What follows belongs to an exercise in optimizing a design on an open flow for small area, a short achievable clock period and few clock cycles per item; a production flow would make more cautious choices.
At most, simulation tests tie the RTL to the original design; equivalence was not proved.
Function not checked in runs 2 to 6: the RTL went through the layout flow alone.

<file path="flow/design.v">
module non_restoring_div #(parameter N = 16) (
    input  logic clk, rst_n, start,
    input  logic [N-1:0] dividend, divisor,
    output logic [N-1:0] quotient, remainder,
    output logic ready
);
    logic [N-1:0] m, q;
    logic [N:0]   a; 
    logic [$clog2(N):0] count;
    typedef enum logic [1:0] {IDLE, CALC, FIX, DONE} state_t;
    state_t state;
    logic [N:0] next_a;
    logic [N-1:0] next_q;
    logic [N:0] add_sub_a;
    always @(*) begin
        next_a = {a[N-1:0], q[N-1]};
        next_q = {q[N-2:0], 1'b0};
        if (a[N]) add_sub_a = next_a + m;
        else      add_sub_a = next_a - m;
    end
    always_ff @(posedge clk or negedge rst_n) begin
        if (!rst_n) begin
            state <= IDLE; ready <= 0;
            quotient <= '0; remainder <= '0;
            a <= '0; m <= '0; q <= '0; count <= '0;
        end else begin
            case (state)
                IDLE: begin
                    ready <= 0;
                    if (start && divisor != 0) begin
                        m <= divisor; q <= dividend; 
                        a <= '0; count <= N; state <= CALC;
                    end
                end
                CALC: begin
                    if (count > 0) begin
                        a <= add_sub_a;
                        q <= {next_q[N-1:1], ~add_sub_a[N]};
                        count <= count - 1;
                    end else begin
                        state <= FIX;
                    end
                end
                FIX: begin
                    if (a[N]) a <= a + m;
                    state <= DONE;
                end
                DONE: begin
                    quotient <= q; remainder <= a[N-1:0];
                    ready <= 1; state <= IDLE;
                end
            endcase
        end
    end
endmodule
</file>
<file path="flow/constraint.sdc">
create_clock -name core_clock -period 5.0 [get_ports {clk}]
set_input_delay 1.0000 -clock core_clock [delete_from_list [all_inputs] [get_ports {clk}]]
set_output_delay 1.0000 -clock core_clock [all_outputs]
set_load 0.01 [all_outputs]
</file>
<file path="flow/config.mk">
export PLATFORM = sky130hd
export DESIGN_NAME = non_restoring_div
export DESIGN_NICKNAME = non_restoring_div
export VERILOG_FILES = /design/flow/design.v
export SDC_FILE = /design/flow/constraint.sdc
export NUM_CORES = 4
export LEC_CHECK = 0
export CAP_MARGIN = 20
export CORE_MARGIN = 2
export CORE_UTILIZATION = 40
export SLEW_MARGIN = 20
</file>
<file path="flow/run.sh">
#!/bin/bash
# synth_recipe.tcl (not shown) runs the flow's synth.tcl, then flattens the netlist and writes it again
# the make line also repeats each setting of config.mk as NAME=value (left out here)
make -C /OpenROAD-flow-scripts/flow DESIGN_CONFIG=/design/flow/config.mk WORK_HOME=/design/flow/orfs CLKGATE_MAP_FILE= SYNTH_SCRIPT=/design/flow/synth_recipe.tcl finish
</file>
==> results.tsv, run 1 <==
metric	value	unit
Simple-Gate Fraction of Synth Area	11.43	%
Post-CTS Hold Fix Bufs	0	
CP max stage delay	0.50	ns
Die ar.	14800	um^2
register area share after synthesis	40.22	%
final hold violation count	0	
Worst setup EP type	flop	
number of global-route vias before repair	4515	
final critical-path required period	3.921	ns
slew margin rel.	38.02	%
fill count	1235	
largest family of logic cells by synthesized area	compound AO/OA/AOI/OAI gates	
CTS Buf Count	9	
Synth Warn #	1	
Mapped Area	5538	um^2
synthesized instance count	550	
worst-path cell chain	nor2_1, nor4b_1, nand2_1, nor2_1, a21oi_1, xor2_1, ha_1, a21o_1, a21o_1, a21oi_1, a21boi_1, o31a_1, or4_1, o311ai_1, o311ai_1	
final net count	687	
worst-margin pin slew	0.9297	ns
Netlist cell types	56	
I/O Buffers	67	
Starting Density	41.33	%
Setup Fix Bufs, Post-CTS	0	
1st-iter DRT viols	239	
max-cap viol count	0	
TritonCTS clock tree	yes	
htree depth	3	
Clock Sink Count	89	
Main synth FF type	dfrtp_1	
EDFF count, synth	0	
multiplexer share of the synthesized area	13.44	%
multi-input logic area	3182	um^2
fraction of layout cells with a size suffix above 1	12.82	%
GRT Residual Overflow	0	
CP Buf/Inv Count	0	
post-synthesis adder-cell area fraction	9.535	%
vias post-DR	4387	
Resized cells post-CTS	0	
syn avg cell area	10.07	um^2
Top-Level Pins	68	
register bit count reported by yosys	89	
Post-synth ARST share	100.0	%
slowest cell on the critical path	nor4b_1	
post-route setup TNS	0	ns
Root Buffer	clkbuf_16	
RD Place Congestion	0.9157	
Worst-Skew Late Latency	0.35	ns
Startpoint Class	flop	
crit-path max FO	7	
Max Freq	255.0	MHz
CP delay by family, top	simple AND/OR/NAND/NOR gates	
status	no timing/DRC/antenna violations	
XOR/XNOR Fraction of Synth Area	5.535	%
first-pass GRT wire length	23000	um
WP data arrival	4.14	ns
DPL Wire Length	10170	um
# diodes	0	
final WL	13780	um
Final Max Slew Viols	0	
# DRC	0	
Pre-antenna DRT Iters	4	
Avg WL per Cell	17.40	um
Worst Skew	0.005296	ns
initial antenna violation count	0	
area fraction in compound gates after synthesis	17.40	%
CP Class	flop to flop	
RSZ-0062 raised after global routing	no	
sequential cell area	2227	um^2
Die Ht	121.7	um
hold_ws	0.5034	ns
Tot GR Track Use	20.02	%
row count	42	
Die W	121.7	um
Req. time, crit path	5.21	ns
Syn Nets	626	
DR vias/cell	5.539	
Detail Route Antenna Nets	0	
clock transition at the registers of the reported paths	0.07	ns
largest net degree at the start of global routing	59	
Core Footprint	13400	um^2
synth-to-layout area growth	21.17	%
Clock Path Buffers	2	
final setup fails	0	
Hold Path Class	flop to flop	
Tcrit/Tclk final	78.43	%
Core Util, Final	50.07	%
==> stage by stage <==
stage / worst slack (ns) / instances / instance area (um^2)
finish: 1.079 / 792 / 6710
global placement: 1.255 / 776 / 6384
detailed placement: 1.160 / 776 / 6384
floorplan: 1.591 / 550 / 5538
global route: 0.7352 / 792 / 6710
CTS: 1.144 / 792 / 6710
==> area by class of cell <==
type / count / share of cell area, %
clock buffer: 10 / 3.412
tap: 176 / 3.282
timing repair buffer: 71 / 10.40
sequential: 89 / 33.19
inverter: 15 / 0.8391
clock inverter: 6 / 1.454
multi-input combinational: 425 / 47.42
==> state kept, by name, summed over array words and instances, names as in the netlist <==
name       count
state          2
a             17
ready          1
quotient      16
count          5
remainder     16
q             16
m             16
==> worst reg2reg max path, cell delays in order (launching register included) <==
cell and delay [ns]:
dfrtp_1 0.44, nor2_1 0.15, nor4b_1 0.50, nand2_1 0.11
nor2_1 0.25, a21oi_1 0.13, xor2_1 0.17, ha_1 0.36
a21o_1 0.21, a21o_1 0.17, a21oi_1 0.17, a21boi_1 0.10
o31a_1 0.29, or4_1 0.47, o311ai_1 0.14, o311ai_1 0.14
==> path summary, 6_finish.rpt <==
| path | from | endpoint | slack, ns | cells past startpoint |
|---|---|---|---|---|
| min in group asynchronous | rst_n | remainder[4] | 0.71 | 1 |
| setup / recovery | m[3] | a[16] | 1.08 | 15 |
| hold reg to reg | q[11] | q[11] | 0.50 | 2 |
| max in group asynchronous | rst_n | q[0] | 3.37 | 2 |
| setup reg to reg | m[3] | a[16] | 1.08 | 15 |
| hold / removal | q[11] | q[11] | 0.50 | 2 |
==> cell usage after synthesis (6+ instances only) <==
| master | instances | area [um^2] |
|---|---|---|
| dfrtp_1 | 89 | 2227 |
| mux2_2 | 51 | 574.3 |
| nand2_1 | 51 | 191.4 |
| ha_1 | 39 | 488.0 |
| a21oi_1 | 34 | 170.2 |
| nor2_1 | 29 | 108.9 |
| o21ai_0 | 27 | 135.1 |
| o21ai_1 | 24 | 120.1 |
| clkbuf_1 | 18 | 67.56 |
| xnor2_1 | 18 | 157.7 |
| mux2i_1 | 17 | 170.2 |
| xor2_1 | 17 | 148.9 |
| inv_1 | 15 | 56.30 |
| a21o_1 | 9 | 67.56 |
| nor3_1 | 8 | 40.04 |
| nor4_1 | 8 | 50.05 |
| a211oi_1 | 7 | 52.55 |
| a22oi_1 | 6 | 45.04 |
==> layer usage <==
layer | GRT usage (%) | vias up | wire length, um
li1 | - | 2143 | -
met1 | 26.19 | 2109 | 6149
met2 | 32.16 | 116 | 6526
met3 | 4.635 | 19 | 820
met4 | 8.046 | 0 | 282
met5 | 0 | - | 0
==> cells by family after synthesis <==
kind of cell	count (synthesis)
buffers and inverters	36
muxes	68
AOI/OAI and AO/OA	151
and+or+nand+nor	130
adders and majority gates	41
xor gates and xnor gates	35
DFF	89
==> placed cells by master (no fill, tap or decap), drive strengths merged, types with 4 or more instances in the layout <==
cell           synthesis  final
dfrtp                 89     89
clkdlybuf4s50          0     66
mux2                  51     51
nand2                 51     51
o21ai                 51     51
ha                    39     39
a21oi                 34     34
nor2                  29     29
xnor2                 18     18
inv                   15     18
xor2                  17     17
mux2i                 17     17
clkbuf                18     10
a21o                   9      9
nor3                   9      9
nor4                   9      9
a211oi                 8      8
a22oi                  6      6
a31oi                  5      5
o21bai                 5      5
o21a                   5      5
or3                    5      5
a221o                  5      5
buf                    3      5
nand3                  4      4
nor2b                  4      4
and3                   4      4
Testbench counts, summed over its fixed seeds: cycles 64,000, items 3,200.
==> run 2, diff against run 1 <==
==> flow/design.v (replaced) <==
module non_restoring_div #(parameter N = 16) (
    input  logic clk, rst_n, start,
    input  logic [N-1:0] dividend, divisor,
    output logic [N-1:0] quotient, remainder,
    output logic ready
);
    localparam W = $clog2(N);
    function automatic logic [W:0] blen(input logic [N-1:0] x);
        blen = '0;
        for (int i = 0; i < N; i++)
            if (x[i]) blen = i + 1;
    endfunction
    logic [N-1:0] r, d, q;
    logic [W-1:0] cnt;
    logic         busy;
    logic [W:0]   la, ld;
    logic [W+1:0] s;
    logic         accept;
    logic [N-1:0] dsh;
    logic [N:0]   diff;
    assign la     = blen(dividend);
    assign ld     = blen(divisor);
    assign s      = {1'b0, la} - {1'b0, ld};
    assign accept = start && !busy && divisor != '0;
    assign dsh    = d << cnt;
    assign diff   = {1'b0, r} - {1'b0, dsh};
    always_ff @(posedge clk or negedge rst_n) begin
        if (!rst_n) begin
            busy  <= 1'b0;
            ready <= 1'b0;
        end else if (accept) begin
            busy  <= !s[W+1];
            ready <= s[W+1];
        end else begin
            busy  <= busy && cnt != '0;
            ready <= busy && cnt == '0;
        end
    end
    always_ff @(posedge clk) begin
        if (accept) begin
            r   <= dividend;
            d   <= divisor;
            q   <= '0;
            cnt <= s[W-1:0];
        end else if (busy) begin
            if (!diff[N]) r <= diff[N-1:0];
            q   <= {q[N-2:0], !diff[N]};
            cnt <= cnt - 1'b1;
        end
    end
    assign quotient  = q;
    assign remainder = r;
endmodule
==> results.tsv, run 2 <==
metric	value	unit
htree depth	2	
top cell type's share of synthesized area	28.70	%
Clock Path Buffers	2	
Die Ht	101.0	um
Clock Sink Count	54	
first-pass GRT wire length	15400	um
worst r2r src	cnt[1]	
Die ar.	10210	um^2
Worst setup EP type	flop	
final hold violation count	0	
number of global-route vias before repair	3215	
TritonCTS clock tree	yes	
leading cell type in the layout, fill and taps excluded	clkdlybuf4s50_1	
Mapped Area	3766	um^2
# diodes	0	
Post-synth ARST share	3.704	%
Setup Fix Bufs, Post-CTS	0	
Top Registers	d x16, q x16, r x16	
clock transition at the registers of the reported paths	0.10	ns
most common cell in the netlist	nor2_1	
critical path launch point	cnt[1]	
Tcrit/Tclk final	79.24	%
Main synth FF type	edfxtp_1	
synthesized instance count	418	
Req. time, crit path	4.89	ns
CP Class	flop to flop	
crit-path max FO	19	
Hold Path Class	flop to flop	
sequential cell area	1451	um^2
# DRC	0	
max-cap viol count	0	
largest net degree at the start of global routing	38	
syn avg cell area	9.010	um^2
multi-input logic area	2162	um^2
Synth Warn #	1	
final WL	9627	um
Synth top cells by count	nor2_1, nand2_1, a21oi_1	
most frequent cells in the layout	clkdlybuf4s50_1, nor2_1, nand2_1, a21oi_1, edfxtp_1	
Worst Skew	0.005759	ns
most area-hungry cell type in the Yosys netlist	edfxtp_1	
Starting Density	40.95	%
EDFF count, synth	36	
Final Max Slew Viols	0	
register bit count reported by yosys	54	
final net count	537	
final setup fails	0	
Netlist cell types	47	
Top-Level Pins	68	
CTS Buf Count	5	
synth-to-layout area growth	22.92	%
Detail Route Antenna Nets	0	
status	no timing/DRC/antenna violations	
top cells by area, synth	edfxtp_1, dfxtp_1, mux2i_1	
slew margin rel.	39.30	%
RSZ-0062 raised after global routing	no	
Hold Startpoint	q[15]	
placed cell areas	4528	um^2
I/O Buffers	67	
Core Footprint	9196	um^2
Post-CTS Hold Fix Bufs	0	
fin area	4629	um^2
final critical-path required period	3.962	ns
Tot GR Track Use	19.30	%
1st-iter DRT viols	186	
register area share after synthesis	38.54	%
Max Freq	252.4	MHz
row count	35	
vias post-DR	3250	
post-route setup TNS	0	ns
fraction of layout cells with a size suffix above 1	4.802	%
DR vias/cell	5.508	
Syn Nets	477	
worst-margin pin slew	0.9105	ns
GRT Residual Overflow	0	
Startpoint Class	flop	
RD Place Congestion	0.9027	
Die W	101.0	um
Resized cells post-CTS	0	
initial antenna violation count	0	
DPL Wire Length	7403	um
Worst-Skew Late Latency	0.31	ns
Root Buffer	clkbuf_8	
Avg WL per Cell	16.32	um
fill count	913	
WP data arrival	3.85	ns
Pre-antenna DRT Iters	4	
## run 2: area by class of cell
class	instances	area share, %
multi-input combinational	326	46.70
sequential	54	31.35
timing repair buffer	71	15.14
tap	111	3.000
clock buffer	8	2.189
inverter	20	1.622
## run 2: layer usage
| metal | up-vias | share of wire [%] | track usage (%) | wire length, um |
|---|---|---|---|---|
| li1 | 1633 | - | - | - |
| met1 | 1512 | 47 | 25.72 | 4483 |
| met3 | 18 | 5.0 | 4.161 | 483 |
| met2 | 87 | 47 | 31.69 | 4486 |
| met4 | 0 | 1.8 | 5.405 | 173 |
| met5 | - | 0 | 0 | 0 |
## run 2: worst max-delay path: stages, from the launching register on
cell,delay (ns)
edfxtp_1,0.89
mux2_2,0.30
nor2_1,0.04
nor2_1,0.14
mux2i_1,0.10
or2_2,0.29
ha_1,0.35
o211ai_1,0.12
a21oi_1,0.08
o311a_1,0.38
o21bai_1,0.22
a21o_1,0.17
nand2_1,0.45
## run 2: worst paths after layout
check,to,slack [ns],cells after the start
min reg2reg,q[15],0.51,2
max,r[3],1.04,12
max reg2reg,r[3],1.04,12
min,q[15],0.51,2
max in group asynchronous,ready,4.02,1
min in group asynchronous,busy,0.85,1
## run 2: stage by stage
stage          util [%]  worst slack, ns  hold slack (ns)  std cells
4_1_cts           50.34            1.040           0.5190        590
3_5_place_dp      49.24            1.056           0.4883        582
2_1_floorplan         -            1.858           0.5313        418
6_report          50.34            1.038           0.5077        590
5_1_grt           50.34           0.8044           0.5507        590
3_3_place_gp      49.24            1.191           0.4826        582
## run 2: kinds of logic after synthesis
group / count (synthesis) / synth area share (%)
and+or+nand+nor: 140 / 16.84
AOI/OAI and AO/OA: 109 / 17.34
DFF: 54 / 38.54
muxes: 40 / 11.83
buffers and inverters: 38 / 4.053
adders and majority gates: 24 / 8.372
xor gates and xnor gates: 13 / 3.023
==> run 3, diff against run 2 <==
--- a/flow/config.mk
+++ b/flow/config.mk
@@ -5,7 +5,9 @@
 export SDC_FILE = /design/flow/constraint.sdc
 export NUM_CORES = 4
 export LEC_CHECK = 0
+export ABC_CLOCK_PERIOD_IN_PS = 2800
 export CAP_MARGIN = 20
 export CORE_MARGIN = 2
 export CORE_UTILIZATION = 40
+export SETUP_SLACK_MARGIN = 2.2
 export SLEW_MARGIN = 20
==> results.tsv, run 3 <==
metric	value	unit
status	no timing/DRC/antenna violations	
max-cap viol count	0	
grt met1 use	27.08	%
slowest cell on the critical path	edfxtp_1	
Cell Count, Final, Fillers Out	635	
I/O Buffers	67	
Die Ht	101.0	um
Detail Route Antenna Nets	0	
clock transition at the registers of the reported paths	0.11	ns
GRT Residual Overflow	0	
initial antenna violation count	0	
largest family of logic cells by synthesized area	compound AO/OA/AOI/OAI gates	
Worst setup EP type	flop	
WP data arrival	3.01	ns
Root Buffer	clkbuf_8	
met2 global-route usage	37.13	%
slew margin rel.	42.42	%
CP delay by family, top	compound AO/OA/AOI/OAI gates	
leading cell type in the layout, fill and taps excluded	nor2_1	
Clock Path Buffers	2	
CP Buf/Inv Count	2	
setup slack after layout	2.020	ns
Main synth FF type	edfxtp_1	
Max Freq	335.6	MHz
CTS Buf Count	5	
DPL Wire Length	7205	um
Startpoint Class	flop	
post-synthesis adder-cell area fraction	8.372	%
post-route setup TNS	0	ns
final WL	10880	um
Core Footprint	9196	um^2
Synth top cells by count	nor2_1, nand2_1, a21oi_1	
row count	35	
# DRC	0	
largest net degree at the start of global routing	33	
most common cell in the netlist	nor2_1	
Worst Skew	0.008667	ns
placed insts	579	
Final Max Slew Viols	0	
Die ar.	10210	um^2
CP max stage delay	0.42	ns
crit-path max FO	8	
most frequent cells in the layout	nor2_1, nand2_1, clkdlybuf4s50_1, buf_4, edfxtp_1	
Avg WL per Cell	17.14	um
synthesized instance count	418	
multiplexer share of the synthesized area	11.83	%
final setup fails	0	
synth-to-layout area growth	46.28	%
placed cell areas	4564	um^2
most area-hungry cell type in the Yosys netlist	edfxtp_1	
# diodes	0	
Syn Nets	477	
Die W	101.0	um
final net count	582	
top cells by area, synth	edfxtp_1, dfxtp_1, mux2i_1	
first-pass GRT wire length	17080	um
Synth Warn #	1	
final critical-path required period	2.980	ns
Simple-Gate Fraction of Synth Area	16.84	%
DR vias/cell	5.553	
Post-synth ARST share	3.704	%
1st-iter DRT viols	156	
htree depth	2	
Clock Sink Count	54	
Tcrit/Tclk final	59.60	%
fraction of layout cells with a size suffix above 1	29.39	%
Pre-antenna DRT Iters	4	
Worst-Skew Late Latency	0.32	ns
Top Registers	d x16, q x16, r x16	
TritonCTS clock tree	yes	
number of global-route vias before repair	3500	
Req. time, crit path	5.03	ns
grt met3 use	4.161	%
RSZ-0062 raised after global routing	yes	
final hold violation count	0	
worst-path cell chain	buf_6, buf_6, mux2i_4, nand2_1, o21ai_2, o21ai_0, o21ai_2, ha_1, and3_1, o311a_4, o21bai_4, a21o_4, nand2_4	
syn avg cell area	9.010	um^2
Netlist cell types	47	
Mapped Area	3766	um^2
Hold Path Class	flop to flop	
RD Place Congestion	0.9344	
XOR/XNOR Fraction of Synth Area	3.023	%
Top-Level Pins	68	
Starting Density	40.95	%
register bit count reported by yosys	54	
fin area	5509	um^2
EDFF count, synth	36	
top cell type's share of synthesized area	28.70	%
worst-margin pin slew	0.8637	ns
area fraction in compound gates after synthesis	17.34	%
Most Crowded Layer GR	met2	
vias post-DR	3526	
CP Class	flop to flop	
register area share after synthesis	38.54	%
DP Worst Slack	1.304	ns
Tot GR Track Use	21.22	%
[run 3: metrics by stage]
| step | utilization, % | hold slack (ns) |
|---|---|---|
| floorplan | - | 0.5313 |
| global placement | 49.63 | 0.4852 |
| detailed placement | 49.63 | 0.4931 |
| CTS | 57.48 | 0.5331 |
| global route | 59.90 | 0.5600 |
| finish | 59.90 | 0.5201 |
[run 3: cells by family after synthesis]
| logic type | count (synthesis) |
|---|---|
| fa+ha+maj | 24 |
| mux | 40 |
| compound gates | 109 |
| flops | 54 |
| xor+xnor | 13 |
| simple gates | 140 |
| buf+inv | 38 |
[run 3: worst reg2reg max path, delay by kind of cell, from the launching register on]
kind / cells / cell delay (ns)
AOI/OAI and AO/OA: 6 / 0.99
and+or+nand+nor: 3 / 0.45
DFF: 1 / 0.42
adders and majority gates: 1 / 0.36
buffers and inverters: 2 / 0.29
muxes: 1 / 0.19
[run 3: layout make-up]
cell class,count,area (um^2)
clock buffer,6,93.84
multi-input combinational,327,2664
sequential,54,1451
inverter,20,103.9
fill,808,3687
timing repair buffer,114,1036
tap,111,138.9
clock inverter,2,12.51
timing repair inverter,1,8.758
[run 3: final timing paths]
check                           slack [ns]  cells after the start  startpoint     to
worst max register to register        2.02                     13      cnt[1]   r[4]
min in group asynchronous             0.83                      1       rst_n   busy
worst min register to register        0.52                      2       q[15]  q[15]
worst max-delay path                  2.02                     13      cnt[1]   r[4]
max in group asynchronous             4.05                      1       rst_n  ready
worst min-delay path                  0.52                      2       q[15]  q[15]
[run 3: what timing repair did]
action	4_1_cts	5_1_grt
pin swaps	52	32
endpoints found under the setup margin	36	32
buffers inserted	40	6
hold buffers	0	0
cloned	2	0
gates resized for setup	145	49
[run 3: metal layers]
layer | routed length (um) | up-vias
li1 | - | 1732
met1 | 4830 | 1688
met2 | 5417 | 94
met3 | 461 | 12
met4 | 172 | 0
met5 | 0 | -
==> run 4, diff against run 3 <==
--- a/flow/design.v
+++ b/flow/design.v
@@ -16,14 +16,12 @@
     logic [W:0]   la, ld;
     logic [W+1:0] s;
     logic         accept;
-    logic [N-1:0] dsh;
     logic [N:0]   diff;
     assign la     = blen(dividend);
     assign ld     = blen(divisor);
     assign s      = {1'b0, la} - {1'b0, ld};
     assign accept = start && !busy && divisor != '0;
-    assign dsh    = d << cnt;
-    assign diff   = {1'b0, r} - {1'b0, dsh};
+    assign diff   = {1'b0, r} - {1'b0, d};
     always_ff @(posedge clk or negedge rst_n) begin
         if (!rst_n) begin
             busy  <= 1'b0;
@@ -39,11 +37,12 @@
     always_ff @(posedge clk) begin
         if (accept) begin
             r   <= dividend;
-            d   <= divisor;
+            d   <= divisor << s[W-1:0];
             q   <= '0;
             cnt <= s[W-1:0];
         end else if (busy) begin
             if (!diff[N]) r <= diff[N-1:0];
+            d   <= d >> 1;
             q   <= {q[N-2:0], !diff[N]};
             cnt <= cnt - 1'b1;
         end
==> results.tsv, run 4 <==
metric	value	unit
Core Footprint	9684	um^2
Mapped Area	3946	um^2
sequential cell area	1453	um^2
RSZ-0062 raised after global routing	yes	
initial antenna violation count	0	
Synth top cells by count	nand2_1, o21ai_0, edfxtp_1	
EDFF count, synth	36	
Simple-Gate Fraction of Synth Area	18.04	%
hold depth	2	
area fraction in compound gates after synthesis	20.42	%
CTS Buf Count	5	
Max Freq	260.8	MHz
CP max stage delay	0.67	ns
worst-path cell chain	buf_8, nor3_4, nor3_2, o31a_1, o31ai_1, nor2b_4, inv_2, fa_2, buf_6, buf_6, mux2i_4, nand2_2, o21ai_4, and4b_1, a31oi_1, a22oi_1	
Req. time, crit path	5.08	ns
synth-to-layout area growth	43.94	%
register area share after synthesis	36.78	%
M1 WL	5197	um
htree depth	2	
Die ar.	10680	um^2
Hold Path Class	flop to flop	
Detail Route Antenna Nets	0	
Worst-Skew Late Latency	0.32	ns
Final Max Slew Viols	0	
uppermost layer routed	met4	
multiplexer share of the synthesized area	8.878	%
status	no timing/DRC/antenna violations	
Post-CTS Hold Fix Bufs	0	
Worst setup EP type	flop	
Clock Sink Count	54	
syn avg cell area	8.731	um^2
Tcrit/Tclk final	76.68	%
RD Place Congestion	0.8583	
final WL	11430	um
most area-hungry cell type in the Yosys netlist	edfxtp_1	
met3 WL	524	um
crit-path max FO	5	
final setup fails	0	
1st-iter DRT viols	144	
I/O Buffers	67	
Post-synth ARST share	3.704	%
vias post-DR	3781	
Worst Skew	0.01078	ns
worst r2r dst	r[2]	
Starting Density	40.75	%
worst-margin pin slew	0.6395	ns
slew margin rel.	57.06	%
Startpoint Class	primary input	
Avg WL per Cell	16.59	um
final net count	614	
Reg2Reg Setup Slack	2.24	ns
Most Frequent Cell on Critical Path	buf_6	
worst r2r src	r[0]	
leading cell type in the layout, fill and taps excluded	nand2_1	
Top Registers	d x16, q x16, r x16	
Root Buffer	clkbuf_8	
# DRC	0	
top cells by area, synth	edfxtp_1, dfxtp_1, ha_1	
synthesized instance count	452	
Min-Delay Endpoint	q[7]	
most frequent cells in the layout	nand2_1, clkdlybuf4s50_1, edfxtp_1, buf_4, nor2_1	
GRT Residual Overflow	0	
DPL Wire Length	7717	um
fraction of layout cells with a size suffix above 1	29.50	%
Synth Warn #	1	
first-pass GRT wire length	16880	um
Core Util, Final	58.66	%
final critical-path required period	3.834	ns
clock transition at the registers of the reported paths	0.11	ns
XOR/XNOR Fraction of Synth Area	2.885	%
TritonCTS clock tree	yes	
WP data arrival	3.91	ns
post-route setup TNS	0	ns
hold_ws	0.4782	ns
r2r worst-path depth	10	
Hold Startpoint	q[7]	
Tot GR Track Use	20.38	%
# diodes	0	
Pre-antenna DRT Iters	5	
Top-Level Pins	68	
DR vias/cell	5.488	
CP Class	primary input to flop	
largest net degree at the start of global routing	39	
post-synthesis adder-cell area fraction	7.990	%
largest family of logic cells by synthesized area	compound AO/OA/AOI/OAI gates	
fin area	5680	um^2
Clock Path Buffers	2	
Syn Nets	511	
row count	36	
most common cell in the netlist	nand2_1	
Die Ht	103.3	um
Die W	103.3	um
multi-input logic area	2765	um^2
top cell type's share of synthesized area	27.39	%
number of global-route vias before repair	3402	
max-cap viol count	0	
slowest cell on the critical path	fa_2	
placed cell areas	4848	um^2
register bit count reported by yosys	54	
Main synth FF type	edfxtp_1	
fill count	854	
metal2 WL	5335	um
Netlist cell types	58	
final hold violation count	0	
[run 4: timing repair]
item	CTS	global route
buffers inserted	22	20
cloned	1	1
pin swaps	31	32
resized for setup	138	78
endpoints found under the setup margin	79	78
[run 4: worst max path at each step]
stage	to	cells after the start	startpoint	slack, ns
finish	d[11]	16	dividend[4]	1.17
global route	d[11]	17	divisor[0]	1.07
detailed placement	d[13]	16	dividend[2]	0.32
CTS	d[15]	14	dividend[0]	1.30
floorplan	d[11]	14	divisor[0]	1.28
global placement	d[14]	16	dividend[2]	0.32
[run 4: stage by stage]
| step | std cells | worst slack (ns) |
|---|---|---|
| final | 689 | 1.166 |
| after global routing | 689 | 1.069 |
| after CTS | 668 | 1.299 |
| after detailed placement | 637 | 0.3163 |
| after global placement | 637 | 0.3247 |
| after floorplan | 452 | 1.280 |
[run 4: cell families after synthesis]
| group | after synthesis |
|---|---|
| compound gates | 126 |
| xor+xnor | 13 |
| fa+ha+maj | 24 |
| buf+inv | 49 |
| flops | 54 |
| mux | 32 |
| simple gates | 154 |
[run 4: layer usage]
metal  vias up  global-route usage (%)
met3        30                   2.621
li1       1854                       -
met5         -                       0
met2       130                   32.82
met4         0                   7.287
met1      1767                   28.22
[run 4: critical path, delay by kind of cell]
kind,cells,cell delay (ns)
compound gates,5,0.83
simple gates,5,0.78
fa+ha+maj,1,0.67
buf+inv,4,0.39
mux,1,0.26
[run 4: layout make-up]
| cell class | instances | share of cell area [%] |
|---|---|---|
| Tap cell | 133 | 2.930 |
| Inverter | 29 | 2.004 |
| Timing Repair Buffer | 114 | 19.25 |
| Clock inverter | 3 | 0.3524 |
| Multi-Input combinational cell | 351 | 48.68 |
| Clock buffer | 5 | 1.211 |
| Sequential cell | 54 | 25.57 |
==> run 5, diff against run 4 <==
--- a/flow/design.v
+++ b/flow/design.v
@@ -12,7 +12,7 @@
     endfunction
     logic [N-1:0] r, d, q;
     logic [W-1:0] cnt;
-    logic         busy;
+    logic         busy, align;
     logic [W:0]   la, ld;
     logic [W+1:0] s;
     logic         accept;
@@ -30,17 +30,21 @@
             busy  <= !s[W+1];
             ready <= s[W+1];
         end else begin
-            busy  <= busy && cnt != '0;
-            ready <= busy && cnt == '0;
+            busy  <= busy && (align || cnt != '0);
+            ready <= busy && !align && cnt == '0;
         end
     end
     always_ff @(posedge clk) begin
         if (accept) begin
-            r   <= dividend;
-            d   <= divisor << s[W-1:0];
-            q   <= '0;
-            cnt <= s[W-1:0];
-        end else if (busy) begin
+            r     <= dividend;
+            d     <= divisor;
+            q     <= '0;
+            cnt   <= s[W-1:0];
+            align <= 1'b1;
+        end else if (align) begin
+            d     <= d << cnt;
+            align <= 1'b0;
+        end else begin
             if (!diff[N]) r <= diff[N-1:0];
             d   <= d >> 1;
             q   <= {q[N-2:0], !diff[N]};
--- a/flow/config.mk
+++ b/flow/config.mk
@@ -5,9 +5,9 @@
 export SDC_FILE = /design/flow/constraint.sdc
 export NUM_CORES = 4
 export LEC_CHECK = 0
-export ABC_CLOCK_PERIOD_IN_PS = 2800
+export ABC_CLOCK_PERIOD_IN_PS = 2000
 export CAP_MARGIN = 20
 export CORE_MARGIN = 2
 export CORE_UTILIZATION = 40
-export SETUP_SLACK_MARGIN = 2.2
+export SETUP_SLACK_MARGIN = 3.0
 export SLEW_MARGIN = 20
==> results.tsv, run 5 <==
metric	value	unit
Max Freq	361.6	MHz
CTS Buf Count	5	
initial antenna violation count	0	
RSZ-0062 raised after global routing	yes	
clock transition at the registers of the reported paths	0.11	ns
syn avg cell area	8.819	um^2
Critical Path Stages	12	
CP Class	primary input to flop	
CP max stage delay	0.26	ns
Tot GR Track Use	24.05	%
CP delay by family, top	compound AO/OA/AOI/OAI gates	
Startpoint Class	primary input	
status	no timing/DRC/antenna violations	
Synth Warn #	1	
Core Footprint	9729	um^2
Detail Route Antenna Nets	0	
post-route setup TNS	0	ns
max-cap viol count	0	
Tcrit/Tclk final	55.31	%
Top-Level Pins	68	
1st-iter DRT viols	215	
most area-hungry cell type in the Yosys netlist	edfxtp_1	
synth-to-layout area growth	57.60	%
most common cell in the netlist	nor2_1	
leading cell type in the layout, fill and taps excluded	buf_6	
WP data arrival	2.98	ns
Worst-Skew Late Latency	0.32	ns
final hold violation count	0	
largest net degree at the start of global routing	27	
Starting Density	40.88	%
fraction of layout cells with a size suffix above 1	42.11	%
row count	36	
Req. time, crit path	5.21	ns
worst-path cell chain	buf_8, nor3_4, nor3_2, o31a_1, o31ai_2, nor2b_2, ha_1, a21o_1, a21oi_2, o21bai_1, a21o_1, a22o_1	
TritonCTS clock tree	yes	
final net count	635	
Top Registers	d x16, q x16, r x16	
Synth top cells by count	nor2_1, o21ai_0, a21oi_1	
vias post-DR	4062	
# diodes	0	
r2r worst-path depth	11	
RD Place Congestion	0.8628	
I/O Buffers	67	
worst-margin pin slew	0.8509	ns
Syn Nets	510	
Hold Path Class	flop to flop	
final critical-path required period	2.766	ns
Mapped Area	3978	um^2
DR vias/cell	5.721	
Die ar.	10760	um^2
number of global-route vias before repair	3900	
multi-input logic area	2955	um^2
Main synth FF type	dfxtp_1	
synthesized instance count	451	
register bit count reported by yosys	55	
most frequent cells in the layout	buf_6, nor2_1, mux2i_1, inv_1, buf_4	
Die Ht	103.7	um
Root Buffer	clkbuf_8	
final WL	13530	um
htree depth	2	
slowest cell on the critical path	o31a_1	
sequential cell area	1346	um^2
Netlist cell types	62	
first-pass GRT wire length	20660	um
Die W	103.7	um
top cell type's share of synthesized area	16.61	%
Clock Path Buffers	2	
Worst setup EP type	flop	
DPL Wire Length	8741	um
Final Max Slew Viols	0	
GRT Residual Overflow	0	
top cells by area, synth	edfxtp_1, dfxtp_1, mux2i_1	
slew margin rel.	43.27	%
fill count	768	
Post-synth ARST share	3.636	%
EDFF count, synth	22	
Avg WL per Cell	19.05	um
hold depth	2	
Worst Skew	0.01211	ns
crit-path max FO	3	
hold_ws	0.5172	ns
final setup fails	0	
Most Frequent Cell on Critical Path	a21o_1	
# DRC	0	
Clock Sink Count	55	
CP Buf/Inv Count	1	
register area share after synthesis	33.47	%
Pre-antenna DRT Iters	5	
-- run 5: worst paths after layout --
check / start / end / slack, ns
max in group asynchronous: rst_n / ready / 4.05
hold reg to reg: q[15] / q[15] / 0.52
hold / removal: q[15] / q[15] / 0.52
setup reg to reg: r[0] / r[0] / 2.32
min in group asynchronous: rst_n / busy / 0.83
setup / recovery: dividend[3] / busy / 2.23
-- run 5: repair_timing --
item,CTS,global route
resized for setup,270,114
gates cloned,8,0
setup buffers,41,20
hold buffers,0,0
endpoints found under the setup margin,110,97
pin swaps,38,44
-- run 5: worst reg2reg max path, delay by kind of cell, from the launching register on --
kind	cells	cell delay [ns]
fa+ha+maj	2	0.61
flops	1	0.36
compound gates	5	1.01
buf+inv	3	0.31
simple gates	1	0.13
-- run 5: per-layer routing --
| metal | GRT usage (%) | vias up | wire (um) |
|---|---|---|---|
| met1 | 32.13 | 1975 | 5787 |
| met4 | 5.405 | 0 | 223 |
| met3 | 2.832 | 20 | 674 |
| li1 | - | 1903 | - |
| met2 | 41.82 | 164 | 6840 |
| met5 | 0 | - | 0 |
-- run 5: area by class of cell --
class / count / area share [%]
repair buffers: 135 / 23.19
flip-flops and latches: 55 / 21.48
repair inverters: 5 / 1.337
clock buffers: 5 / 1.098
well taps: 133 / 2.655
multi-input cells: 341 / 47.15
clock inverters: 3 / 0.7385
inverters: 33 / 2.355
-- run 5: metrics by stage --
stage | cells | setup WS [ns] | utilization (%) | area, um^2
2_1_floorplan | 451 | 2.188 | - | 4172
3_3_place_gp | 633 | 1.215 | 49.97 | 4862
3_5_place_dp | 633 | 1.136 | 49.97 | 4862
4_1_cts | 690 | 2.055 | 59.29 | 5768
5_1_grt | 710 | 2.116 | 64.43 | 6269
6_report | 710 | 2.234 | 64.43 | 6269
-- run 5: logic make-up after synthesis --
family,after synthesis,synth area share (%)
AO/OA/AOI/OAI,129,20.35
XOR/XNOR,13,2.863
adder cells (fa/ha/maj),24,7.927
buffers and inverters,55,6.102
flip-flops,55,33.47
multiplexers,42,13.18
AND/OR/NAND/NOR,133,16.11
==> run 6, diff against run 5 <==
==> flow/design.v (replaced) <==
module non_restoring_div #(parameter N = 16) (
    input  logic clk, rst_n, start,
    input  logic [N-1:0] dividend, divisor,
    output logic [N-1:0] quotient, remainder,
    output logic ready
);
    localparam W = $clog2(N);
    function automatic logic [W:0] blen(input logic [N-1:0] x);
        blen = '0;
        for (int i = 0; i < N; i++)
            if (x[i]) blen = i + 1;
    endfunction
    logic [N-1:0] r, d;
    logic [N-2:0] q;
    logic [W-1:0] cnt;
    logic         busy, align;
    logic [W:0]   la, ld;
    logic [W+1:0] s;
    logic         last, accept;
    logic [N:0]   diff;
    assign la     = blen(dividend);
    assign ld     = blen(divisor);
    assign s      = {1'b0, la} - {1'b0, ld};
    assign last   = !align && cnt == '0;
    assign accept = start && (!busy || last) && divisor != '0;
    assign diff   = {1'b0, r} - {1'b0, d};
    always_ff @(posedge clk or negedge rst_n) begin
        if (!rst_n)
            busy <= 1'b0;
        else
            busy <= accept || (busy && !last);
    end
    always_ff @(posedge clk) begin
        if (accept) begin
            r     <= dividend;
            d     <= divisor;
            q     <= '0;
            cnt   <= s[W+1] ? '0 : s[W-1:0];
            align <= !s[W+1];
        end else if (align) begin
            d     <= d << cnt;
            align <= 1'b0;
        end else begin
            if (!diff[N]) r <= diff[N-1:0];
            d   <= d >> 1;
            q   <= {q[N-3:0], !diff[N]};
            cnt <= cnt - 1'b1;
        end
    end
    assign ready     = busy && last;
    assign quotient  = {q, !diff[N]};
    assign remainder = diff[N] ? r : diff[N-1:0];
endmodule
==> results.tsv, run 6 <==
metric	value	unit
# DRC	0	
Netlist cell types	72	
CTS Buf Count	5	
area fraction in compound gates after synthesis	21.58	%
final setup fails	0	
max-cap viol count	0	
Tcrit/Tclk final	74.27	%
1st-iter DRT viols	442	
DP Worst Slack	0.9619	ns
Post-synth ARST share	1.887	%
EDFF count, synth	22	
# diodes	0	
Synth top cells by count	nor2_1, nand2_1, o21ai_0	
CP max stage delay	0.46	ns
most common cell in the netlist	nor2_1	
first-pass GRT wire length	25700	um
post-route setup TNS	0	ns
slew margin rel.	54.55	%
I/O Buffers	67	
Starting Density	41.20	%
Clock Sink Count	53	
Simple-Gate Fraction of Synth Area	17.52	%
TritonCTS clock tree	yes	
synthesized instance count	525	
WP data arrival	2.71	ns
Hold Path Class	flop to flop	
Syn Nets	585	
register bit count reported by yosys	53	
Worst-Skew Late Latency	0.30	ns
Core Footprint	10940	um^2
RSZ-0062 raised after global routing	yes	
initial antenna violation count	0	
Die ar.	12130	um^2
final critical-path required period	3.713	ns
CP Class	flop to primary output	
GRT Residual Overflow	0	
final WL	17550	um
clock transition at the registers of the reported paths	0.07	ns
worst-path cell chain	ha_4, o21a_1, o31a_1, o211ai_2, o211a_4, inv_12, buf_12, mux2_2, buf_6	
post-synthesis adder-cell area fraction	7.276	%
slowest cell on the critical path	edfxtp_1	
worst-margin pin slew	0.6817	ns
vias post-DR	5009	
RD Place Congestion	0.8878	
most area-hungry cell type in the Yosys netlist	edfxtp_1	
row count	38	
final net count	729	
grt met1 use	37.58	%
top cells by area, synth	edfxtp_1, dfxtp_1, mux2i_1	
status	no timing/DRC/antenna violations	
placed insts	709	
Clock Path Buffers	2	
register area share after synthesis	28.55	%
DPL Wire Length	9781	um
Die Ht	110.1	um
Startpoint Class	flop	
syn avg cell area	8.582	um^2
crit-path max FO	8	
Most Crowded Layer GR	met2	
CP delay by family, top	compound AO/OA/AOI/OAI gates	
setup slack after layout	1.287	ns
Main synth FF type	dfxtp_1	
final hold violation count	0	
Worst setup EP type	primary output	
largest family of logic cells by synthesized area	compound AO/OA/AOI/OAI gates	
Worst Skew	0.01130	ns
XOR/XNOR Fraction of Synth Area	2.138	%
number of global-route vias before repair	4709	
Avg WL per Cell	21.66	um
Detail Route Antenna Nets	0	
Top Registers	d x16, r x16, q x15	
Final Max Slew Viols	0	
Post-CTS Hold Fix Bufs	0	
Cell Count, Final, Fillers Out	810	
Top-Level Pins	68	
synth-to-layout area growth	56.15	%
most frequent cells in the layout	buf_4, nand2_1, nor2_1, buf_6	
CP Buf/Inv Count	3	
Max Freq	269.3	MHz
Die W	110.1	um
largest net degree at the start of global routing	40	
met2 global-route usage	45.88	%
multiplexer share of the synthesized area	17.11	%
Pre-antenna DRT Iters	5	
leading cell type in the layout, fill and taps excluded	buf_4	
fraction of layout cells with a size suffix above 1	40.45	%
grt met3 use	3.762	%
Req. time, crit path	4.00	ns
htree depth	2	
Root Buffer	clkbuf_16	
Mapped Area	4506	um^2
DR vias/cell	6.184	
top cell type's share of synthesized area	14.66	%
Synth Warn #	1	
Tot GR Track Use	27.80	%
[run 6: worst paths after layout]
path | endpoint | depth (start not counted) | slack (ns) | start
worst max-delay path | remainder[6] | 9 | 1.29 | r[4]
worst min-delay path | q[14] | 2 | 0.52 | q[14]
worst max register to register | r[3] | 9 | 2.21 | r[3]
worst min register to register | q[14] | 2 | 0.52 | q[14]
max in group asynchronous | busy | 1 | 4.08 | rst_n
min in group asynchronous | busy | 1 | 0.83 | rst_n
[run 6: final cells by class]
| type | count | area [um^2] |
|---|---|---|
| clock buffers | 6 | 128.9 |
| well taps | 140 | 175.2 |
| repair inverters | 1 | 11.26 |
| repair buffers | 153 | 1520 |
| fillers | 901 | 3900 |
| clock inverters | 2 | 13.76 |
| inverters | 37 | 153.9 |
| multi-input cells | 418 | 3732 |
| flip-flops and latches | 53 | 1300 |
[run 6: per-stage QoR]
stage / util [%] / hold slack, ns / instance area, um^2
after floorplan: - / 0.5013 / 4738
after global placement: 49.26 / 0.4949 / 5386
after detailed placement: 49.26 / 0.5147 / 5386
after CTS: 59.55 / 0.5257 / 6513
after global routing: 64.34 / 0.5635 / 7036
final: 64.34 / 0.5170 / 7036
[run 6: timing repair]
item / 4_1_cts / 5_1_grt
cloned: 11 / 1
endpoints found under the setup margin: 108 / 92
pin swaps: 50 / 39
endpoints found under the hold margin: 0 / 0
gates resized for setup: 283 / 85
setup buffers: 55 / 26
[run 6: worst reg2reg max path: stages (launching register included)]
cell and delay, ns:
edfxtp_1 0.45, ha_4 0.29, o21a_1 0.26, o31a_1 0.19, o211ai_2 0.23, o211a_4 0.35
inv_12 0.04, buf_12 0.15, mux2_4 0.32, mux2_4 0.26
[run 6: routing by layer]
| layer | routed length, um | part of all wire, % |
|---|---|---|
| met1 | 7189 | 41 |
| met2 | 8462 | 48 |
| met3 | 1208 | 6.9 |
| met4 | 687 | 3.9 |
| met5 | 0 | 0 |
[run 6: cell families (layout without fill, tap and decap cells)]
group | count (synthesis) | after routing
AND/OR/NAND/NOR | 164 | 173
AO/OA/AOI/OAI | 148 | 148
buffers and inverters | 63 | 199
multiplexers | 61 | 61
flip-flops | 53 | 53
adder cells (fa/ha/maj) | 25 | 25
XOR/XNOR | 11 | 11
==> run 7, diff against run 6 <==
==> flow/design.v (replaced) <==
module non_restoring_div #(parameter N = 16) (
    input  logic clk, rst_n, start,
    input  logic [N-1:0] dividend, divisor,
    output logic [N-1:0] quotient, remainder,
    output logic ready
);
    localparam W = $clog2(N);
    function automatic logic [W-1:0] lead(input logic [N-1:0] x);
        logic [N-1:0] sm;
        lead = '0;
        sm[N-1] = x[N-1];
        for (int i = N - 2; i >= 0; i--) sm[i] = sm[i+1] | x[i];
        for (int k = 0; k < W; k++)
            for (int i = 0; i < N; i++)
                if (i[k] && x[i] && (i == N - 1 || !sm[i+1])) lead[k] = 1'b1;
    endfunction
    logic [N-1:0] r, d, q;
    logic [W-1:0] cnt, pd;
    logic         busy, align;
    logic [N-1:0] sma;
    logic         below, accept;
    logic [N:0]   diff;
    always_comb begin
        sma[N-1] = dividend[N-1];
        for (int i = N - 2; i >= 0; i--) sma[i] = sma[i+1] | dividend[i];
    end
    assign below  = |(divisor & ~sma);
    assign accept = start && !busy && divisor != '0;
    assign diff   = {1'b0, r} - {1'b0, d};
    always_ff @(posedge clk or negedge rst_n) begin
        if (!rst_n) begin
            busy  <= 1'b0;
            ready <= 1'b0;
        end else if (accept) begin
            busy  <= !below;
            ready <= below;
        end else begin
            busy  <= busy && (align || cnt != '0);
            ready <= busy && !align && cnt == '0;
        end
    end
    always_ff @(posedge clk) begin
        if (!busy) begin
            r     <= dividend;
            d     <= divisor;
            q     <= '0;
            cnt   <= lead(dividend);
            pd    <= lead(divisor);
            align <= 1'b1;
        end else if (align) begin
            d     <= d << (cnt - pd);
            cnt   <= cnt - pd;
            align <= 1'b0;
        end else begin
            if (!diff[N]) r <= diff[N-1:0];
            d   <= d >> 1;
            q   <= {q[N-2:0], !diff[N]};
            cnt <= cnt - 1'b1;
        end
    end
    assign quotient  = q;
    assign remainder = r;
endmodule
--- a/flow/config.mk
+++ b/flow/config.mk
@@ -5,9 +5,9 @@
 export SDC_FILE = /design/flow/constraint.sdc
 export NUM_CORES = 4
 export LEC_CHECK = 0
-export ABC_CLOCK_PERIOD_IN_PS = 2000
+export ABC_CLOCK_PERIOD_IN_PS = 2500
 export CAP_MARGIN = 20
 export CORE_MARGIN = 2
 export CORE_UTILIZATION = 40
-export SETUP_SLACK_MARGIN = 3.0
+export SETUP_SLACK_MARGIN = 2.5
 export SLEW_MARGIN = 20
==> results.tsv, run 7 <==
metric	value	unit
register area share after synthesis	34.16	%
status	no timing/DRC/antenna violations	
initial antenna violation count	0	
crit-path max FO	5	
Req. time, crit path	5.27	ns
Die Ht	105.6	um
clock transition at the registers of the reported paths	0.08	ns
critical path launch point	dividend[11]	
Clock Path Buffers	2	
# DRC	0	
Netlist cell types	64	
synthesized instance count	475	
most area-hungry cell type in the Yosys netlist	dfxtp_1	
Worst Skew	0.01108	ns
setup slack after layout	2.449	ns
register bit count reported by yosys	59	
Tot GR Track Use	23.15	%
largest net degree at the start of global routing	48	
Max Freq	392.0	MHz
CP Class	primary input to flop	
CTS Buf Count	9	
Top Registers	d x16, q x16, r x16	
Root Buffer	clkbuf_8	
final critical-path required period	2.551	ns
TritonCTS clock tree	yes	
synth-to-layout area growth	34.16	%
Post-CTS Hold Fix Bufs	0	
final WL	12810	um
Synth Warn #	9	
Clock Sink Count	59	
EDFF count, synth	22	
top cell type's share of synthesized area	16.96	%
I/O Buffers	67	
most common cell in the netlist	nor2_1	
Top-Level Pins	68	
Starting Density	40.57	%
Die ar.	11160	um^2
leading cell type in the layout, fill and taps excluded	clkdlybuf4s50_1	
final hold violation count	0	
Startpoint Class	primary input	
Avg WL per Cell	18.37	um
Core Footprint	10180	um^2
vias post-DR	3975	
most frequent cells in the layout	clkdlybuf4s50_1, nor2_1, inv_1, nand2_1, o21ai_0	
sequential cell area	1426	um^2
WP data arrival	2.82	ns
Tcrit/Tclk final	51.02	%
Post-synth ARST share	3.390	%
RSZ-0062 raised after global routing	yes	
Worst-Skew Late Latency	0.35	ns
DPL Wire Length	9006	um
Hold Path Class	flop to flop	
Main synth FF type	dfxtp_1	
post-route setup TNS	0	ns
Detail Route Antenna Nets	0	
number of global-route vias before repair	3779	
Mapped Area	4131	um^2
Die W	105.6	um
GRT Residual Overflow	0	
top cells by area, synth	dfxtp_1, edfxtp_1, mux2i_1	
DR vias/cell	5.703	
Syn Nets	533	
worst r2r src	cnt[0]	
1st-iter DRT viols	264	
Synth top cells by count	nor2_1, inv_1, mux2i_1	
final net count	614	
slew margin rel.	30.59	%
Hold Startpoint	q[15]	
worst-margin pin slew	1.041	ns
fraction of layout cells with a size suffix above 1	19.96	%
htree depth	3	
# diodes	0	
final setup fails	0	
fill count	945	
max-cap viol count	0	
first-pass GRT wire length	19940	um
RD Place Congestion	0.8791	
Worst setup EP type	flop	
Final Max Slew Viols	0	
DP Worst Slack	1.974	ns
multi-input logic area	2725	um^2
row count	37	
Pre-antenna DRT Iters	6	
syn avg cell area	8.698	um^2
-- run 7: layout make-up --
| cell class | instances | share of cell area, % |
|---|---|---|
| clock inverter | 7 | 1.354 |
| tap | 136 | 3.070 |
| timing repair buffer | 92 | 15.73 |
| inverter | 40 | 2.709 |
| sequential | 59 | 25.73 |
| clock buffer | 9 | 2.235 |
| multi-input combinational | 354 | 49.16 |
-- run 7: path summary, 6_finish.rpt --
path                       endpoint  slack, ns  cells after the start
max                          cnt[1]       2.45                      6
min                           q[15]       0.50                      2
max reg2reg                   d[14]       2.49                     11
min reg2reg                   q[15]       0.50                      2
max in group asynchronous      busy       4.05                      1
min in group asynchronous     ready       0.81                      1
-- run 7: logic make-up (layout without fill, tap and decap cells) --
kind of cell	after synthesis	in the layout	share of synthesized area [%]
AOI/OAI and AO/OA	132	133	20.68
xor gates and xnor gates	15	15	3.180
adders and majority gates	23	23	7.329
buffers and inverters	63	148	5.845
DFF	59	59	34.16
muxes	51	51	13.42
and+or+nand+nor	132	132	15.39
-- run 7: per-stage QoR --
stage               util (%)  area [um^2]  hold WS (ns)  cells
floorplan                  -         4145        0.4803    475
global placement       48.24         4913        0.4833    658
detailed placement     48.24         4913        0.4890    658
CTS                    52.64         5361        0.5053    689
global route           54.42         5543        0.5415    697
finish                 54.42         5543        0.5016    697
-- run 7: critical path, cell delays in order --
cell             delay (ns)
clkdlybuf4s50_1        0.53
or2_2                  0.38
or3_1                  0.41
o221ai_1               0.20
nor2_1                 0.11
a21oi_1                0.19
-- run 7: metal layers --
layer | track usage, % | wire (um) | part of all wire (%)
met1 | 32.79 | 5629 | 44
met2 | 36.68 | 6001 | 47
met3 | 3.525 | 855 | 6.7
met4 | 6.579 | 319 | 2.5
met5 | 0 | 0 | 0
-- run 7: what timing repair did --
action / CTS / global route
buffers inserted: 14 / 8
pin swaps: 5 / 11
endpoints found under the setup margin: 39 / 36
gates cloned: 1 / 0
gates resized for setup: 33 / 33
Testbench counts of run 7, summed over its fixed seeds: cycles 14,538, items 3,200.
==> run 8, diff against run 7 <==
--- a/flow/config.mk
+++ b/flow/config.mk
@@ -5,9 +5,9 @@
 export SDC_FILE = /design/flow/constraint.sdc
 export NUM_CORES = 4
 export LEC_CHECK = 0
-export ABC_CLOCK_PERIOD_IN_PS = 2500
+export ABC_CLOCK_PERIOD_IN_PS = 2000
 export CAP_MARGIN = 20
 export CORE_MARGIN = 2
 export CORE_UTILIZATION = 40
-export SETUP_SLACK_MARGIN = 2.5
+export SETUP_SLACK_MARGIN = 3.0
 export SLEW_MARGIN = 20
==> results.tsv, run 8 <==
metric	value	unit
1st-iter DRT viols	341	
Core Footprint	10180	um^2
Die ar.	11160	um^2
synthesized instance count	475	
area fraction in compound gates after synthesis	20.68	%
register bit count reported by yosys	59	
syn avg cell area	8.698	um^2
Clock Sink Count	59	
Syn Nets	533	
Die W	105.6	um
Top Registers	d x16, q x16, r x16	
CP Class	flop to flop	
Root Buffer	clkbuf_8	
post-synthesis adder-cell area fraction	7.329	%
CP delay by family, top	adder cells	
multi-input logic area	3119	um^2
largest family of logic cells by synthesized area	compound AO/OA/AOI/OAI gates	
htree depth	3	
slowest cell on the critical path	fa_2	
clock transition at the registers of the reported paths	0.08	ns
Max Freq	394.8	MHz
DPL Wire Length	9246	um
Req. time, crit path	5.08	ns
Tcrit/Tclk final	50.66	%
Clock Path Buffers	2	
RD Place Congestion	0.8978	
post-route setup TNS	0	ns
Main synth FF type	dfxtp_1	
largest net degree at the start of global routing	47	
Die Ht	105.6	um
row count	37	
Worst setup EP type	flop	
XOR/XNOR Fraction of Synth Area	3.180	%
top cell type's share of synthesized area	16.96	%
sequential cell area	1434	um^2
number of global-route vias before repair	4047	
I/O Buffers	67	
multiplexer share of the synthesized area	13.42	%
hold depth	2	
hold_ws	0.5119	ns
Netlist cell types	64	
Final Max Slew Viols	0	
Synth top cells by count	nor2_1, inv_1, mux2i_1	
Critical Path Stages	11	
max-cap viol count	0	
# DRC	0	
CP Buf/Inv Count	3	
final net count	661	
Mapped Area	4131	um^2
Startpoint Class	flop	
initial antenna violation count	0	
slew margin rel.	32.14	%
GRT Residual Overflow	0	
Avg WL per Cell	19.23	um
Starting Density	40.57	%
Worst-Skew Late Latency	0.35	ns
Post-synth ARST share	3.390	%
worst-margin pin slew	1.018	ns
worst-path cell chain	inv_2, ha_4, inv_2, fa_2, buf_12, mux2i_2, mux2i_1, mux2i_1, nor2_1, a31oi_1, o221ai_1	
final setup fails	0	
Reg2Reg Setup Slack	2.47	ns
fill count	865	
final critical-path required period	2.533	ns
crit-path max FO	10	
Worst Skew	0.01367	ns
synth-to-layout area growth	53.85	%
RSZ-0062 raised after global routing	yes	
leading cell type in the layout, fill and taps excluded	buf_4	
register area share after synthesis	34.16	%
final hold violation count	0	
status	no timing/DRC/antenna violations	
CTS Buf Count	9	
final WL	14310	um
# diodes	0	
most frequent cells in the layout	buf_4, buf_6, nor2_1, nand2_1, mux2i_1	
r2r worst-path depth	11	
Pre-antenna DRT Iters	5	
TritonCTS clock tree	yes	
Post-CTS Hold Fix Bufs	0	
most common cell in the netlist	nor2_1	
first-pass GRT wire length	21580	um
most area-hungry cell type in the Yosys netlist	dfxtp_1	
Tot GR Track Use	24.91	%
Simple-Gate Fraction of Synth Area	15.38	%
WP data arrival	2.61	ns
Detail Route Antenna Nets	0	
vias post-DR	4262	
fraction of layout cells with a size suffix above 1	42.11	%
Synth Warn #	9	
Hold Path Class	flop to flop	
EDFF count, synth	22	
Top-Level Pins	68	
CP max stage delay	0.56	ns
top cells by area, synth	dfxtp_1, edfxtp_1, mux2i_1	
DR vias/cell	5.728	
[run 8: cell counts after synthesis]
No cell type changed its count.
[run 8: area by class of cell]
| type | instances | share of cell area, % |
|---|---|---|
| inverter | 40 | 2.362 |
| sequential | 59 | 22.56 |
| tap | 136 | 2.677 |
| clock buffer | 9 | 1.949 |
| timing repair buffer | 139 | 20.22 |
| clock inverter | 7 | 1.161 |
| multi-input combinational | 354 | 49.07 |
[run 8: worst paths after layout]
path | start | end
worst max-delay path | cnt[0] | d[14]
worst min register to register | q[1] | q[2]
worst max register to register | cnt[0] | d[14]
max in group asynchronous | rst_n | ready
worst min-delay path | q[1] | q[2]
min in group asynchronous | rst_n | busy
[run 8: stage by stage]
| stage | std cells | setup WS [ns] | cell area, um^2 | utilization, % |
|---|---|---|---|---|
| after floorplan | 475 | 2.592 | 4273 | - |
| after global placement | 658 | 2.084 | 5030 | 49.39 |
| after detailed placement | 658 | 2.005 | 5030 | 49.39 |
| after CTS | 719 | 2.505 | 5932 | 58.24 |
| after global routing | 744 | 2.384 | 6356 | 62.41 |
| final | 744 | 2.467 | 6356 | 62.41 |
[run 8: logic make-up after synthesis]
| group | count (synthesis) |
|---|---|
| AO/OA/AOI/OAI | 132 |
| AND/OR/NAND/NOR | 132 |
| buffers and inverters | 63 |
| flip-flops | 59 |
| multiplexers | 51 |
| adder cells (fa/ha/maj) | 23 |
| XOR/XNOR | 15 |
[run 8: metal layers]
metal / vias to the layer above / wire length (um) / track usage (%)
met5: - / 0 / 0
met4: 0 / 252 / 4.605
met2: 178 / 7047 / 42.30
met3: 25 / 1006 / 4.205
li1: 2000 / - / -
met1: 2059 / 6001 / 33.66
[run 8: what timing repair did]
| action | 4_1_cts | 5_1_grt |
|---|---|---|
| buffers inserted | 42 | 25 |
| resized for setup | 245 | 102 |
| cloned | 3 | 0 |
| pin swaps | 36 | 39 |
| endpoints found under the setup margin | 88 | 86 |
[run 8: worst register-to-register path, stage by stage (launching register included)]
cell,delay [ns]
dfxtp_2,0.34
inv_2,0.09
ha_4,0.13
inv_2,0.05
fa_2,0.56
buf_12,0.15
mux2i_2,0.24
mux2i_1,0.12
mux2i_1,0.22
nor2_1,0.07
a31oi_1,0.17
o221ai_1,0.13
==> run 9, diff against run 8 <==
==> flow/flow/run.sh (new file) <==
#!/bin/bash
set -euo pipefail
export BUFFER_PORTS_ARGS="-buffer_cell sky130_fd_sc_hd__buf_2"
bash standard.sh > flow.log 2>&1
==> flow/standard.sh (new file) <==
#!/bin/bash
# synth_recipe.tcl (not shown) runs the flow's synth.tcl, then flattens the netlist and writes it again
# the make line also repeats each setting of config.mk as NAME=value (left out here)
make -C /OpenROAD-flow-scripts/flow DESIGN_CONFIG=/design/flow/config.mk WORK_HOME=/design/flow/orfs CLKGATE_MAP_FILE= SYNTH_SCRIPT=/design/flow/synth_recipe.tcl "${@:-finish}"
--- a/flow/config.mk
+++ b/flow/config.mk
@@ -5,9 +5,9 @@
 export SDC_FILE = /design/flow/constraint.sdc
 export NUM_CORES = 4
 export LEC_CHECK = 0
-export ABC_CLOCK_PERIOD_IN_PS = 2000
+export ABC_CLOCK_PERIOD_IN_PS = 2500
 export CAP_MARGIN = 20
 export CORE_MARGIN = 2
 export CORE_UTILIZATION = 40
-export SETUP_SLACK_MARGIN = 3.0
+export SETUP_SLACK_MARGIN = 2.5
 export SLEW_MARGIN = 20
removed: flow/run.sh
==> results.tsv, run 9 <==
metric	value	unit
status	no timing/DRC/antenna violations	
GRT Residual Overflow	0	
Avg WL per Cell	18.18	um
TritonCTS clock tree	yes	
Main synth FF type	dfxtp_1	
top cells by area, synth	dfxtp_1, edfxtp_1, mux2i_1	
register area share after synthesis	34.16	%
Synth Warn #	9	
most area-hungry cell type in the Yosys netlist	dfxtp_1	
final critical-path required period	2.504	ns
number of global-route vias before repair	3680	
Core Util, Final	50.31	%
fraction of layout cells with a size suffix above 1	28.47	%
Die ar.	11160	um^2
Worst Skew	0.008644	ns
Reg2Reg Setup Slack	2.50	ns
WP data arrival	2.58	ns
Tcrit/Tclk final	50.08	%
worst-path cell chain	inv_4, ha_4, inv_2, fa_2, buf_12, mux2i_4, mux2i_1, mux2i_1, nor2_1, a31oi_1, o221ai_1	
Netlist cell types	64	
most frequent cells in the layout	buf_2, nor2_1, inv_1, nand2_1, mux2i_1	
slew margin rel.	60.14	%
CP max stage delay	0.60	ns
RD Place Congestion	0.9455	
worst r2r dst	d[14]	
slowest cell on the critical path	fa_2	
1st-iter DRT viols	311	
Max Freq	399.3	MHz
Top Registers	d x16, q x16, r x16	
r2r worst-path depth	11	
Mapped Area	4131	um^2
post-route setup TNS	0	ns
CP Class	flop to flop	
Syn Nets	533	
placed cell areas	4593	um^2
top cell type's share of synthesized area	16.96	%
Pre-antenna DRT Iters	5	
Top-Level Pins	68	
syn avg cell area	8.698	um^2
Die Ht	105.6	um
Clock Path Buffers	2	
critical path launch point	cnt[0]	
Worst setup EP type	flop	
most common cell in the netlist	nor2_1	
Worst-Skew Late Latency	0.34	ns
RSZ-0062 raised after global routing	yes	
EDFF count, synth	22	
Most Frequent Cell on Critical Path	mux2i_1	
Tot GR Track Use	22.33	%
Hold Path Class	primary input to asynchronous set/reset pin	
final hold violation count	0	
I/O Buffers	67	
fill count	971	
Core Footprint	10180	um^2
leading cell type in the layout, fill and taps excluded	buf_2	
initial antenna violation count	0	
DPL Wire Length	9132	um
final WL	12560	um
worst-margin pin slew	0.5896	ns
Detail Route Antenna Nets	0	
vias post-DR	3938	
final setup fails	0	
register bit count reported by yosys	59	
synthesized instance count	475	
final net count	608	
worst r2r src	cnt[0]	
hold_ws	0.4354	ns
first-pass GRT wire length	19530	um
row count	37	
htree depth	3	
Die W	105.6	um
max-cap viol count	0	
largest net degree at the start of global routing	48	
Clock Sink Count	59	
Root Buffer	clkbuf_8	
fin area	5124	um^2
Final Max Slew Viols	0	
Req. time, crit path	5.07	ns
clock transition at the registers of the reported paths	0.08	ns
Starting Density	40.57	%
Post-synth ARST share	3.390	%
Setup crit end	d[14]	
DR vias/cell	5.699	
Startpoint Class	flop	
synth-to-layout area growth	24.02	%
# DRC	0	
crit-path max FO	6	
Synth top cells by count	nor2_1, inv_1, mux2i_1	
CTS Buf Count	9	
# diodes	0	
[run 9: logic make-up (layout without fill, tap and decap cells)]
family,count (synthesis),in the layout,share of synthesized area [%]
flops,59,59,34.16
simple gates,132,132,15.39
mux,51,51,13.42
fa+ha+maj,23,23,7.329
xor+xnor,15,15,3.180
compound gates,132,133,20.68
buf+inv,63,142,5.845
[run 9: cell type report]
cell class                 count  area [um^2]  area share, %
multi-input combinational    354         2665          52.01
sequential                    59         1424          27.79
timing repair buffer          85        504.2          9.841
tap                          136        170.2          3.321
inverter                      40        156.4          3.053
clock buffer                   9        123.9          2.418
clock inverter                 7        75.07          1.465
timing repair inverter         1        5.005        0.09768
[run 9: worst min-delay path by stage]
stage | startpoint | endpoint | slack [ns] | cells past startpoint
2_1_floorplan | d[0] | d[0] | 0.48 | 2
5_1_grt | rst_n | busy | 0.43 | 1
3_3_place_gp | q[15] | q[15] | 0.47 | 2
6_report | rst_n | busy | 0.44 | 1
4_1_cts | rst_n | busy | 0.43 | 1
3_5_place_dp | q[1] | q[2] | 0.51 | 2
[run 9: routing by layer]
layer,vias to the layer above,share of wire (%),GRT usage [%]
met5,-,0,0
met4,0,2.2,7.049
met3,28,6.0,2.845
met2,136,48,36.82
met1,1886,44,30.48
li1,1888,-,-
[run 9: through the flow]
stage | instances | setup slack, ns
after global routing | 691 | 2.369
after detailed placement | 660 | 1.996
after floorplan | 475 | 2.526
final | 691 | 2.496
after global placement | 660 | 2.094
after CTS | 683 | 2.469
[run 9: what timing repair did]
item	CTS	global route
resized for setup	19	27
pin swaps	7	9
hold buffers	0	0
buffers inserted	6	6
gates cloned	1	2
setup endpoints to repair	35	32
[run 9: worst max-delay path, delay by kind of cell, from the launching register on]
family | cells | cell delay, ns
flops | 1 | 0.34
mux | 3 | 0.56
compound gates | 2 | 0.28
buf+inv | 3 | 0.27
fa+ha+maj | 2 | 0.72
simple gates | 1 | 0.07

[re-timing with driven ports]
The results above use ideal ports. As a check the final layouts listed here were re-extracted and re-timed, cells and wires unchanged.
Step 1 sets driving cells, clkbuf_16 on the clock port and buf_2 on the other inputs (assumed; they add their load-dependent delay and slew).
Step 2 moves the port delays by t, midway between the first and last clock arrival at a register: inputs arrive t later, outputs are due t later. That takes back most of the time a late clock gives input paths.
Three values: ideal, step 1, step 2; two values: the first two.
run	t (ns)	slack for setup (ns)	worst setup path after step 2
run 1	0.387	1.079 / 1.079 / 1.079	register to register
run 2	0.338	1.038 / 1.038 / 1.038	register to register
run 3	0.344	2.020 / 2.020 / 1.809	input to register
run 4	0.347	1.166 / 1.156 / 0.809	input to register
run 5	0.347	2.234 / 2.216 / 1.869	input to register
run 6	0.334	1.287 / 1.251 / 1.402	input to register
run 7	0.379	2.449 / 2.462 / 2.083	input to register
run 8	0.379	2.467 / 2.467 / 2.467	register to register
run 9	0.371	2.496 / 2.496 / 2.348	input to register
After both steps setup and hold are still met in every run listed. The setup slack of run 7, which loses most, moves by +0.013 ns with the drivers and by -0.366 ns with both steps.
